This is an optimization exercise on Yosys and OpenROAD, whose aim is small area and a short achievable clock period, not a production implementation.
RTL that was checked went through simulation tests only; none was proved equivalent to the original.
The clock port is modelled as an ideal driver; clocking choices that lean on that would not hold on a real chip.

==> v4 <==
==> flow/design.v (excerpt) <==
module CC_top(
	input  wire              clk,
	input  wire signed [3:0] in_n0,
	input  wire signed [3:0] in_n1,
	input  wire signed [3:0] in_n2,
	input  wire signed [3:0] in_n3,
	input  wire        [2:0] opt,
	output reg  signed [8:0] out_n
);
reg signed [3:0] r_n0, r_n1, r_n2, r_n3;
reg        [2:0] r_opt;
wire signed [8:0] cc_out;
CC cc_0(
	.in_n0(r_n0),
	.in_n1(r_n1),
	.in_n2(r_n2),
	.in_n3(r_n3),
	.opt(r_opt),
	.out_n(cc_out)
);
always @(posedge clk) begin
	r_n0  <= in_n0;
	r_n1  <= in_n1;
	r_n2  <= in_n2;
	r_n3  <= in_n3;
	r_opt <= opt;
	out_n <= cc_out;
end
endmodule
==> flow/config.mk <==
export PLATFORM = sky130hd
export DESIGN_NAME = CC_top
export DESIGN_NICKNAME = CC_top
export VERILOG_FILES = /design/flow/design.v
export SDC_FILE = /design/flow/constraint.sdc
export NUM_CORES = 4
export LEC_CHECK = 0
export ABC_AREA = 1
export CAP_MARGIN = 20
export CORE_MARGIN = 2
export CORE_UTILIZATION = 40
export SLEW_MARGIN = 20
==> flow/constraint.sdc <==
create_clock -name core_clock -period 18.0 [get_ports {clk}]
set_input_delay 3.6000 -clock core_clock [delete_from_list [all_inputs] [get_ports {clk}]]
set_output_delay 3.6000 -clock core_clock [all_outputs]
set_load 0.01 [all_outputs]
standard.sh (not shown) runs the stock make flow with config.mk's settings and CLKGATE_MAP_FILE= SYNTH_SCRIPT=/design/flow/synth_recipe.tcl, a recipe that flattens the netlist after the stock synthesis.
==> flow/flow/run.sh <==
#!/bin/bash
# Own layout flow: the standard flow (standard.sh), with these synthesis changes:
#  - no full/half-adder extraction (ADDER_MAP_FILE empty), so ABC maps all logic;
#  - ABC area script replaced by flow/abc_area.script (delay-targeted mapping).
#  - ports buffered with the smallest buffer, buf_1 (BUFFER_PORTS_ARGS).
# Everything else, from floorplan to the final layout, is the standard flow, run
# from an unmodified copy of ORFS's scripts folder.
set -euo pipefail
W=$(pwd)
rm -rf "$W/myscripts"
cp -r "$FLOW_HOME/scripts" "$W/myscripts"
cp "$W/flow/abc_area.script" "$W/myscripts/abc_area.script"
export SCRIPTS_DIR="$W/myscripts"
export ADDER_MAP_FILE=
export ABC_AREA=1
export BUFFER_PORTS_ARGS="-buffer_cell sky130_fd_sc_hd__buf_1"
bash "$W/standard.sh" > "$W/standard.log" 2>&1
==> flow/flow/abc_area.script <==
strash
dch
map -D 4000
strash
dch
map -D 4000
topo
stime -c
buffer -c
upsize -c -D 4000
dnsize -c -D 4000
==> v26: changes against v4 <==
==> flow/flow/run.sh (replaced) <==
#!/bin/bash
# Own layout flow: the standard flow (standard.sh), with these changes:
#  - synthesis: no full/half-adder extraction (ADDER_MAP_FILE empty), so ABC
#    maps all the logic, with flow/abc_area.script as its script;
#  - ports buffered with the smallest buffer, buf_1 (BUFFER_PORTS_ARGS);
#  - the resizer's timing repairs aim for SETUP_SLACK_MARGIN ns of setup slack,
#    more than the clock needs, to speed up the paths through CC (the clock and
#    the constraints stay as they are);
#  - after clock tree synthesis, flow/post_cts.tcl can delay the clock of the
#    output registers by a short buffer chain (SKEW_CHAIN), trading slack of the
#    register-to-output paths for slack on the paths through CC.
# Everything else is the standard flow, run from an unmodified copy of ORFS's
# scripts folder (only abc_area.script replaced). Tool logs: orfs/logs/.
set -euo pipefail
W=$(pwd)
rm -rf "$W/myscripts"
cp -r "$FLOW_HOME/scripts" "$W/myscripts"
cp "$W/flow/abc_area.script" "$W/myscripts/abc_area.script"
export SCRIPTS_DIR="$W/myscripts"
export ADDER_MAP_FILE=
export ABC_AREA=1
export BUFFER_PORTS_ARGS="-buffer_cell sky130_fd_sc_hd__buf_1"
export POST_CTS_TCL="$W/flow/post_cts.tcl"
export SKEW_CHAIN=""
export REPAIR_SETUP_MARGIN=""
export SETUP_SLACK_MARGIN="13.5"
bash "$W/standard.sh" > "$W/standard.log" 2>&1
==> flow/flow/abc_area.script (replaced) <==
strash
balance; rewrite; refactor; balance; rewrite; rewrite -z; balance; refactor -z; rewrite -z; balance
dch -f
amap
topo
stime -c
==> flow/flow/post_cts.tcl (new file) <==
# POST_CTS hook: delay the clock of the output registers (out_n) with a short
# chain of clock buffers. This trades slack on the register-to-output paths
# (which have plenty) for slack on the register-to-register paths through CC.
# Input registers and all IO constraints are untouched.
set chain [expr {[info exists ::env(SKEW_CHAIN)] ? $::env(SKEW_CHAIN) : ""}]
if {$chain ne ""} {
  set chain $::env(SKEW_CHAIN)
  set blk [ord::get_db_block]
  set db [ord::get_db]
  set sinks {}
  foreach inst [$blk getInsts] {
    if {[string match {out_n*} [$inst getName]] && [[$inst getMaster] isSequential]} {
      lappend sinks $inst
    }
  }
  puts "skew: [llength $sinks] output registers, chain $chain"
  set first [lindex $sinks 0]
  set oldnet [[$first findITerm CLK] getNet]
  # centroid of the sinks
  set sx 0; set sy 0
  foreach s $sinks { set loc [$s getLocation]; incr sx [lindex $loc 0]; incr sy [lindex $loc 1] }
  set cx [expr {$sx / [llength $sinks]}]; set cy [expr {$sy / [llength $sinks]}]
  set src $oldnet
  set k 0
  foreach m $chain {
    set master [$db findMaster sky130_fd_sc_hd__$m]
    set b [odb::dbInst_create $blk $master skew_buf_$k]
    $b setLocation $cx $cy
    $b setPlacementStatus PLACED
    set n [odb::dbNet_create $blk skew_clk_$k]
    $n setSigType CLOCK
    [$b findITerm A] connect $src
    [$b findITerm X] connect $n
    set src $n
    incr k
  }
  foreach s $sinks {
    set it [$s findITerm CLK]
    $it disconnect
    $it connect $src
  }
  # power pins of the new cells, by the design's stored global connections
  global_connect

  detailed_placement
}
estimate_parasitics -placement
# Optional: ask the resizer for more setup slack than the clock needs, so it
# speeds up the paths through CC (the clock and constraints stay as they are).
if {[info exists ::env(REPAIR_SETUP_MARGIN)] && $::env(REPAIR_SETUP_MARGIN) ne ""} {
  repair_timing -setup -setup_margin $::env(REPAIR_SETUP_MARGIN) -verbose
  detailed_placement
  estimate_parasitics -placement
}
report_clock_skew
repair_timing_helper -hold
detailed_placement
check_placement -verbose
==> v36: changes against v4 <==
--- a/flow/flow/run.sh
+++ b/flow/flow/run.sh
@@ -3,6 +3,10 @@
 #  - no full/half-adder extraction (ADDER_MAP_FILE empty), so ABC maps all logic;
 #  - ABC area script replaced by flow/abc_area.script (delay-targeted mapping).
 #  - ports buffered with the smallest buffer, buf_1 (BUFFER_PORTS_ARGS).
+#  - after clock tree synthesis, flow/post_cts.tcl delays the clock of the output
+#    registers by a short buffer chain (SKEW_CHAIN), trading the large slack of
+#    the register-to-output paths for slack on the paths through CC.
+#  - the same hook can ask the resizer for extra setup slack (REPAIR_SETUP_MARGIN).
 # Everything else, from floorplan to the final layout, is the standard flow, run
 # from an unmodified copy of ORFS's scripts folder.
 set -euo pipefail
@@ -14,4 +18,7 @@
 export ADDER_MAP_FILE=
 export ABC_AREA=1
 export BUFFER_PORTS_ARGS="-buffer_cell sky130_fd_sc_hd__buf_1"
+export POST_CTS_TCL="$W/flow/post_cts.tcl"
+export SKEW_CHAIN="clkbuf_1 clkbuf_1 clkbuf_4"
+export REPAIR_SETUP_MARGIN=""
 bash "$W/standard.sh" > "$W/standard.log" 2>&1
==> flow/flow/post_cts.tcl (new file) <==
# POST_CTS hook: delay the clock of the output registers (out_n) with a short
# chain of clock buffers. This trades slack on the register-to-output paths
# (which have plenty) for slack on the register-to-register paths through CC.
# Input registers and all IO constraints are untouched.
set chain [expr {[info exists ::env(SKEW_CHAIN)] ? $::env(SKEW_CHAIN) : ""}]
if {$chain ne ""} {
  set chain $::env(SKEW_CHAIN)
  set blk [ord::get_db_block]
  set db [ord::get_db]
  set sinks {}
  foreach inst [$blk getInsts] {
    if {[string match {out_n*} [$inst getName]] && [[$inst getMaster] isSequential]} {
      lappend sinks $inst
    }
  }
  puts "skew: [llength $sinks] output registers, chain $chain"
  set first [lindex $sinks 0]
  set oldnet [[$first findITerm CLK] getNet]
  # centroid of the sinks
  set sx 0; set sy 0
  foreach s $sinks { set loc [$s getLocation]; incr sx [lindex $loc 0]; incr sy [lindex $loc 1] }
  set cx [expr {$sx / [llength $sinks]}]; set cy [expr {$sy / [llength $sinks]}]
  set src $oldnet
  set k 0
  foreach m $chain {
    set master [$db findMaster sky130_fd_sc_hd__$m]
    set b [odb::dbInst_create $blk $master skew_buf_$k]
    $b setLocation $cx $cy
    $b setPlacementStatus PLACED
    set n [odb::dbNet_create $blk skew_clk_$k]
    $n setSigType CLOCK
    [$b findITerm A] connect $src
    [$b findITerm X] connect $n
    set src $n
    incr k
  }
  foreach s $sinks {
    set it [$s findITerm CLK]
    $it disconnect
    $it connect $src
  }
  # power pins of the new cells, by the design's stored global connections
  global_connect

  detailed_placement
}
estimate_parasitics -placement
# Optional: ask the resizer for more setup slack than the clock needs, so it
# speeds up the paths through CC (the clock and constraints stay as they are).
if {[info exists ::env(REPAIR_SETUP_MARGIN)] && $::env(REPAIR_SETUP_MARGIN) ne ""} {
  repair_timing -setup -setup_margin $::env(REPAIR_SETUP_MARGIN) -verbose
  detailed_placement
  estimate_parasitics -placement
}
report_clock_skew
repair_timing_helper -hold
detailed_placement
check_placement -verbose
==> notes.md <==
- Wire length, highest first: v26, v36, v4.
- Final cell count: v4 < v36 < v26.
- Against v4, the clock skew of v26 is lower by 0.0014 ns.
- In v36 the global-route usage is higher than in v4, by 0.082 points.
- Between v26 and v4, the lower die area is in v26 (gap about 16%, measured against v4).
- Against v36, the core utilization of v26 is higher by 28 points.

---

==> job 4733: inputs <==
CC_top, a different RTL version from the one above (not shown whole).
==> module CC, before the edit <==
module CC(
	in_n0,
	in_n1,
	in_n2,
	in_n3,
	opt,
	out_n
);
input wire signed [3:0] in_n0, in_n1, in_n2, in_n3;
input wire [2:0] opt;
output wire signed [8:0] out_n;
wire signed [5:0] sum = in_n0 + in_n1 + in_n2 + in_n3;
wire signed [5:0] sum_adj = sum + {4'b0, sum[5], sum[5]};
wire signed [3:0] mean = opt[1] ? sum_adj[5:2] : 4'sd0;
wire signed [3:0] hi0 = (in_n0 > in_n1) ? in_n0 : in_n1;
wire signed [3:0] lo0 = (in_n0 > in_n1) ? in_n1 : in_n0;
wire signed [3:0] hi1 = (in_n2 > in_n3) ? in_n2 : in_n3;
wire signed [3:0] lo1 = (in_n2 > in_n3) ? in_n3 : in_n2;
wire signed [3:0] s_max  = (hi0 > hi1) ? hi0 : hi1;
wire signed [3:0] mid_a  = (hi0 > hi1) ? hi1 : hi0;
wire signed [3:0] s_min  = (lo0 > lo1) ? lo1 : lo0;
wire signed [3:0] mid_b  = (lo0 > lo1) ? lo0 : lo1;
wire signed [3:0] s_2nd  = (mid_a > mid_b) ? mid_a : mid_b;
wire signed [3:0] s_3rd  = (mid_a > mid_b) ? mid_b : mid_a;
wire signed [3:0] a = opt[0] ? s_max : in_n0;
wire signed [3:0] b = opt[0] ? s_2nd : in_n1;
wire signed [3:0] c = opt[0] ? s_min : in_n3;
wire signed [4:0] p = opt[0] ? (s_3rd + s_min) : (in_n2 + in_n3);
wire signed [8:0] x = b - mean;
wire signed [8:0] y = opt[2] ? ((a - mean) <<< 1) : (p - (mean <<< 1));
wire signed [8:0] z = opt[2] ? (c - mean) : 9'sd0;
assign out_n = x * y + z;
endmodule
export LEC_CHECK = 0
export CAP_MARGIN = 20
export CORE_MARGIN = 2
export CORE_UTILIZATION = 40
export SLEW_MARGIN = 20
create_clock -name core_clock -period 18.0 [get_ports {clk}]
run.sh (not shown) runs the stock make flow with config.mk's settings and CLKGATE_MAP_FILE= SYNTH_SCRIPT=/design/flow/synth_recipe.tcl, a recipe that flattens the netlist after the stock synthesis.
Stock flow here: none of the scripts above is used.
==> job 4007: changes against job 4733 <==
==> flow/design.v (replaced) <==
module CC_top(
	input  wire              clk,
	input  wire signed [3:0] in_n0,
	input  wire signed [3:0] in_n1,
	input  wire signed [3:0] in_n2,
	input  wire signed [3:0] in_n3,
	input  wire        [2:0] opt,
	output reg  signed [8:0] out_n
);
reg signed [3:0] r_n0, r_n1, r_n2, r_n3;
reg        [2:0] r_opt;
wire signed [8:0] cc_out;
CC cc_0(
	.in_n0(r_n0),
	.in_n1(r_n1),
	.in_n2(r_n2),
	.in_n3(r_n3),
	.opt(r_opt),
	.out_n(cc_out)
);
always @(posedge clk) begin
	r_n0  <= in_n0;
	r_n1  <= in_n1;
	r_n2  <= in_n2;
	r_n3  <= in_n3;
	r_opt <= opt;
	out_n <= cc_out;
end
endmodule

module CC(
	in_n0,
	in_n1, 
	in_n2, 
	in_n3, 
	opt,
	out_n
);
input wire signed [3:0] in_n0, in_n1, in_n2, in_n3;
input wire [2:0] opt;
output reg signed [8:0] out_n;
reg signed [5:0] n0, n1, n2, n3;				 
reg signed [8:0] ar_n0, ar_n1, ar_n2, ar_n3;	 
wire signed [3:0] sort_n0, sort_n1, sort_n2, sort_n3;  
wire signed [5:0] rm_n0, rm_n1, rm_n2, rm_n3;	 
Sort sort_0(
	in_n0, in_n1, in_n2, in_n3, 
	sort_n0, sort_n1, sort_n2,sort_n3	
);
Reduce_mean rm_0(
	n0, n1, n2, n3,
	rm_n0, rm_n1, rm_n2, rm_n3
);
always @(*) begin
	case (opt[0])
		1'b0: begin
			n0 <= in_n0;
			n1 <= in_n1;
			n2 <= in_n2;
			n3 <= in_n3;
		end
		1'b1: begin
			n0 <= sort_n0;
			n1 <= sort_n1;
			n2 <= sort_n2;
			n3 <= sort_n3;			
		end
	endcase
	case (opt[1])
		1'b0: begin
			ar_n0 <= n0;
			ar_n1 <= n1;
			ar_n2 <= n2;
			ar_n3 <= n3;	
		end
		1'b1: begin
			ar_n0 <= rm_n0;
			ar_n1 <= rm_n1;
			ar_n2 <= rm_n2;
			ar_n3 <= rm_n3;				
		end
	endcase	
	case (opt[2])
		1'b0: begin
			out_n <= (ar_n3 + ar_n2) * ar_n1;
		end
		1'b1: begin
			out_n <= (2 * ar_n1 * ar_n0) + ar_n3;
		end
	endcase	
end
endmodule
module Reduce_mean (
	n0, n1, n2, n3,
	rm_n0, rm_n1, rm_n2, rm_n3
);
input wire signed [5:0] n0, n1, n2, n3;	 
output reg signed [5:0] rm_n0, rm_n1, rm_n2, rm_n3;
reg signed [6:0] mean;	 
always @(*) begin
	mean = (n0 + n1 + n2 + n3);
	if (mean >= 0) begin
		mean = mean >>> 2;
	end else begin
		mean = -mean;
		mean = mean >>> 2;
		mean = -mean;
	end
	rm_n0 <= n0 - mean;
	rm_n1 <= n1 - mean;
	rm_n2 <= n2 - mean;
	rm_n3 <= n3 - mean;
end
endmodule
module Sort (
	in_n0, in_n1, in_n2, in_n3, 
	sort_n0, sort_n1, sort_n2, sort_n3	
);
input signed [3:0] in_n0, in_n1, in_n2, in_n3;
output signed [3:0] sort_n0, sort_n1, sort_n2, sort_n3;
wire [1:0] max_idx, min_idx;
wire [3:0] temp_max[0:1], temp_min[0:1], mux_num_out_0[0:2], mux_num_out_1[0:1];
wire [1:0] temp_max_idx[0:1], temp_min_idx[0:1], mux_idx_out_0[0:2], mux_idx_out_1[0:1];
max max_0(in_n0, in_n1, 2'b00, 2'b01, temp_max[0], temp_max_idx[0]);
max max_1(temp_max[0], in_n2, temp_max_idx[0], 2'b10, temp_max[1], temp_max_idx[1]);
max max_2(temp_max[1], in_n3, temp_max_idx[1], 2'b11, sort_n0, max_idx);
min min_0(in_n0, in_n1, 2'b00, 2'b01, temp_min[0], temp_min_idx[0]);
min min_1(temp_min[0], in_n2, temp_min_idx[0], 2'b10, temp_min[1], temp_min_idx[1]);
min min_2(temp_min[1], in_n3, temp_min_idx[1], 2'b11, sort_n3, min_idx);
mux_4_3 mux_4_3_0(
				{in_n0, in_n1, in_n2, in_n3}, 
				{2'b00, 2'b01, 2'b10, 2'b11},
				max_idx, 
				{mux_num_out_0[0], mux_num_out_0[1], mux_num_out_0[2]},
				{mux_idx_out_0[0], mux_idx_out_0[1], mux_idx_out_0[2]}
				); 
mux_3_2 mux_3_2_0(
				{mux_num_out_0[0], mux_num_out_0[1], mux_num_out_0[2]},
				{mux_idx_out_0[0], mux_idx_out_0[1], mux_idx_out_0[2]},
				min_idx, 
				{mux_num_out_1[0], mux_num_out_1[1]},
				{mux_idx_out_1[0], mux_idx_out_1[1]}
				);
compare compare_0(mux_num_out_1[0], mux_num_out_1[1], sort_n1, sort_n2);
endmodule
module mux_4_3 (
		num,
		idx,
		sel_idx,
		num_out,
		idx_out
	);
input wire [15:0] num;
input wire [7:0] idx;
input wire [1:0] sel_idx;
wire [3:0] temp_num [0:3];
wire [1:0] temp_idx [0:3];
output reg [11:0] num_out;  
output reg [5:0] idx_out;  
assign {temp_num[0], temp_num[1], temp_num[2], temp_num[3]} = num;
assign {temp_idx[0], temp_idx[1], temp_idx[2], temp_idx[3]} = idx;
always @(*) begin
	if (sel_idx == temp_idx[0]) begin
		num_out <= {temp_num[1], temp_num[2], temp_num[3]};
		idx_out <= {temp_idx[1], temp_idx[2], temp_idx[3]};
	end else if (sel_idx == temp_idx[1]) begin
		num_out <= {temp_num[0], temp_num[2], temp_num[3]};
		idx_out <= {temp_idx[0], temp_idx[2], temp_idx[3]};
	end else if (sel_idx == temp_idx[2]) begin
		num_out <= {temp_num[0], temp_num[1], temp_num[3]};
		idx_out <= {temp_idx[0], temp_idx[1], temp_idx[3]};
	end else begin
		num_out <= {temp_num[0], temp_num[1], temp_num[2]};
		idx_out <= {temp_idx[0], temp_idx[1], temp_idx[2]};
	end	
end
endmodule
module mux_3_2 (
		num,
		idx,
		sel_idx,
		num_out,
		idx_out
	);
input wire [11:0] num;
input wire [5:0] idx;
input wire [1:0] sel_idx;
wire [3:0] temp_num [0:2];
wire [1:0] temp_idx [0:2];
output reg [7:0] num_out;  
output reg [3:0] idx_out;  
assign {temp_num[0], temp_num[1], temp_num[2]} = num;
assign {temp_idx[0], temp_idx[1], temp_idx[2]} = idx;
always @(*) begin
	if (sel_idx == temp_idx[0]) begin
		num_out <= {temp_num[1], temp_num[2]};
		idx_out <= {temp_idx[1], temp_idx[2]};
	end else if (sel_idx == temp_idx[1]) begin
		num_out <= {temp_num[0], temp_num[2]};
		idx_out <= {temp_idx[0], temp_idx[2]};
	end else begin
		num_out <= {temp_num[0], temp_num[1]};
		idx_out <= {temp_idx[0], temp_idx[1]};
	end	
end
endmodule
module max (
	num_1,
	num_2,
	idx_1,
	idx_2,
	max_num,
	max_idx
	);
input signed [3:0] num_1, num_2;
input wire [1:0] idx_1, idx_2;
output reg signed [3:0] max_num;
output reg [1:0] max_idx;
always @(*) begin
	if (num_1 > num_2) begin
		max_num <= num_1;
		max_idx <= idx_1;
	end else begin
		max_num <= num_2;
		max_idx <= idx_2;	
	end
end
endmodule
module min (
	num_1,
	num_2,
	idx_1,
	idx_2,
	min_num,
	min_idx
	);
input signed [3:0] num_1, num_2;
input wire [1:0] idx_1, idx_2;
output reg signed [3:0] min_num;
output reg [1:0] min_idx;
always @(*) begin
	if (num_1 > num_2) begin
		min_num <= num_2;
		min_idx <= idx_2;
	end else begin
		min_num <= num_1;
		min_idx <= idx_1;	
	end
end
endmodule
module compare (
		num_1,
		num_2,
		max_num,
		min_num
	);
input wire signed [3:0] num_1, num_2;
output reg signed [3:0] max_num, min_num;
always @(*) begin
	if (num_1 > num_2) begin
		max_num <= num_1;
		min_num <= num_2;
	end else begin
		max_num <= num_2;
		min_num <= num_1;
	end
end
endmodule
==> notes.md <==
Outcome: job 4007 no timing/DRC/antenna violations; job 4733 no timing/DRC/antenna violations
Parity-gate share of the synthesized area counting xor and xnor cells: job 4007 9.45%; job 4733 6.86%
Worst-case headroom to the max-slew limit: job 4007 45.0%; job 4733 38.8%
Post-route core utilization: job 4007 44.2%; job 4733 45.6%
Maximum fanout along the worst path: job 4007 11; job 4733 12
Worst EP arrival: job 4007 16.96 ns; job 4733 11.41 ns
Final Critical Period: job 4007 16.80 ns; job 4733 11.19 ns
Post-route design area: job 4007 6950 um^2; job 4733 4410 um^2
Worst path setup slack after routing: job 4007 1.20 ns; job 4733 6.81 ns
Portion of the post-synthesis area used by sequential elements: job 4007 8.84%; job 4733 14.2%
Met2 track demand over resource in global routing: job 4007 31.4%; job 4733 31.6%
DR WL met2: job 4007 7050 um; job 4733 4240 um
Detailed Route WL: job 4007 15,900 um; job 4733 8490 um
Number of vias in the routed layout: job 4007 5,456; job 4733 3,044
DP Wirelength: job 4007 13,200 um; job 4733 7400 um
Post-layout instance count excluding filler cells: job 4007 1,028; job 4733 603
Total placed instance area: job 4007 6850 um^2; job 4733 4370 um^2
Worst hold slack: job 4007 0.712 ns; job 4733 0.904 ns
Met1 WL: job 4007 7790 um; job 4733 3680 um
P&R area growth vs syn: job 4007 9.55%; job 4733 11.5%
TritonRoute pass-1 iters: job 4007 6; job 4733 5
First-pass GRT wire length: job 4007 26,300 um; job 4733 14,700 um
No functional check of the RTL was part of any run of this note.

## separate check: timing with driven ports
How much do the figures lean on ideal ports? The routed layouts below were timed once more, with nothing changed but the port constraints.
Step 1, drivers: a clkbuf_16 drives clk and a buf_2 each remaining input, both assumed.
Step 2, shift: input delay + t, output delay - t, t = (earliest + latest rising clock arrival at the registers) / 2. This alone moves slack from input paths to output paths.
a / b / c = no drivers / after step 1 / after step 2; a / b = the first two.
run | t (ns) | setup WS [ns] | hold WS [ns] | worst setup path at the end | clock arrival spread, ns
v4 | 0.308 | 12.819 / 12.819 / 12.819 | 0.723 / 0.723 / 0.723 | register to register | 0.008 / 0.009
v26 | 0.324 | 11.667 / 11.667 / 11.667 | 0.741 / 0.741 / 0.741 | register to register | 0.005 / 0.005
v36 | 0.449 | 13.105 / 13.105 / 13.105 | 0.360 / 0.360 / 0.360 | register to register | 0.336 / 0.336
job 4733 | 0.309 | 6.814 / 6.814 / 6.814 | 0.904 / 0.904 / 0.904 | register to register | 0.004 / 0.003
job 4007 | 0.302 | 1.199 / 1.199 / 1.199 | 0.712 / 0.712 / 0.712 | register to register | 0.007 / 0.008
Clock arrivals are far apart in v36, so t is only a midpoint there and step 2 fits no single register.
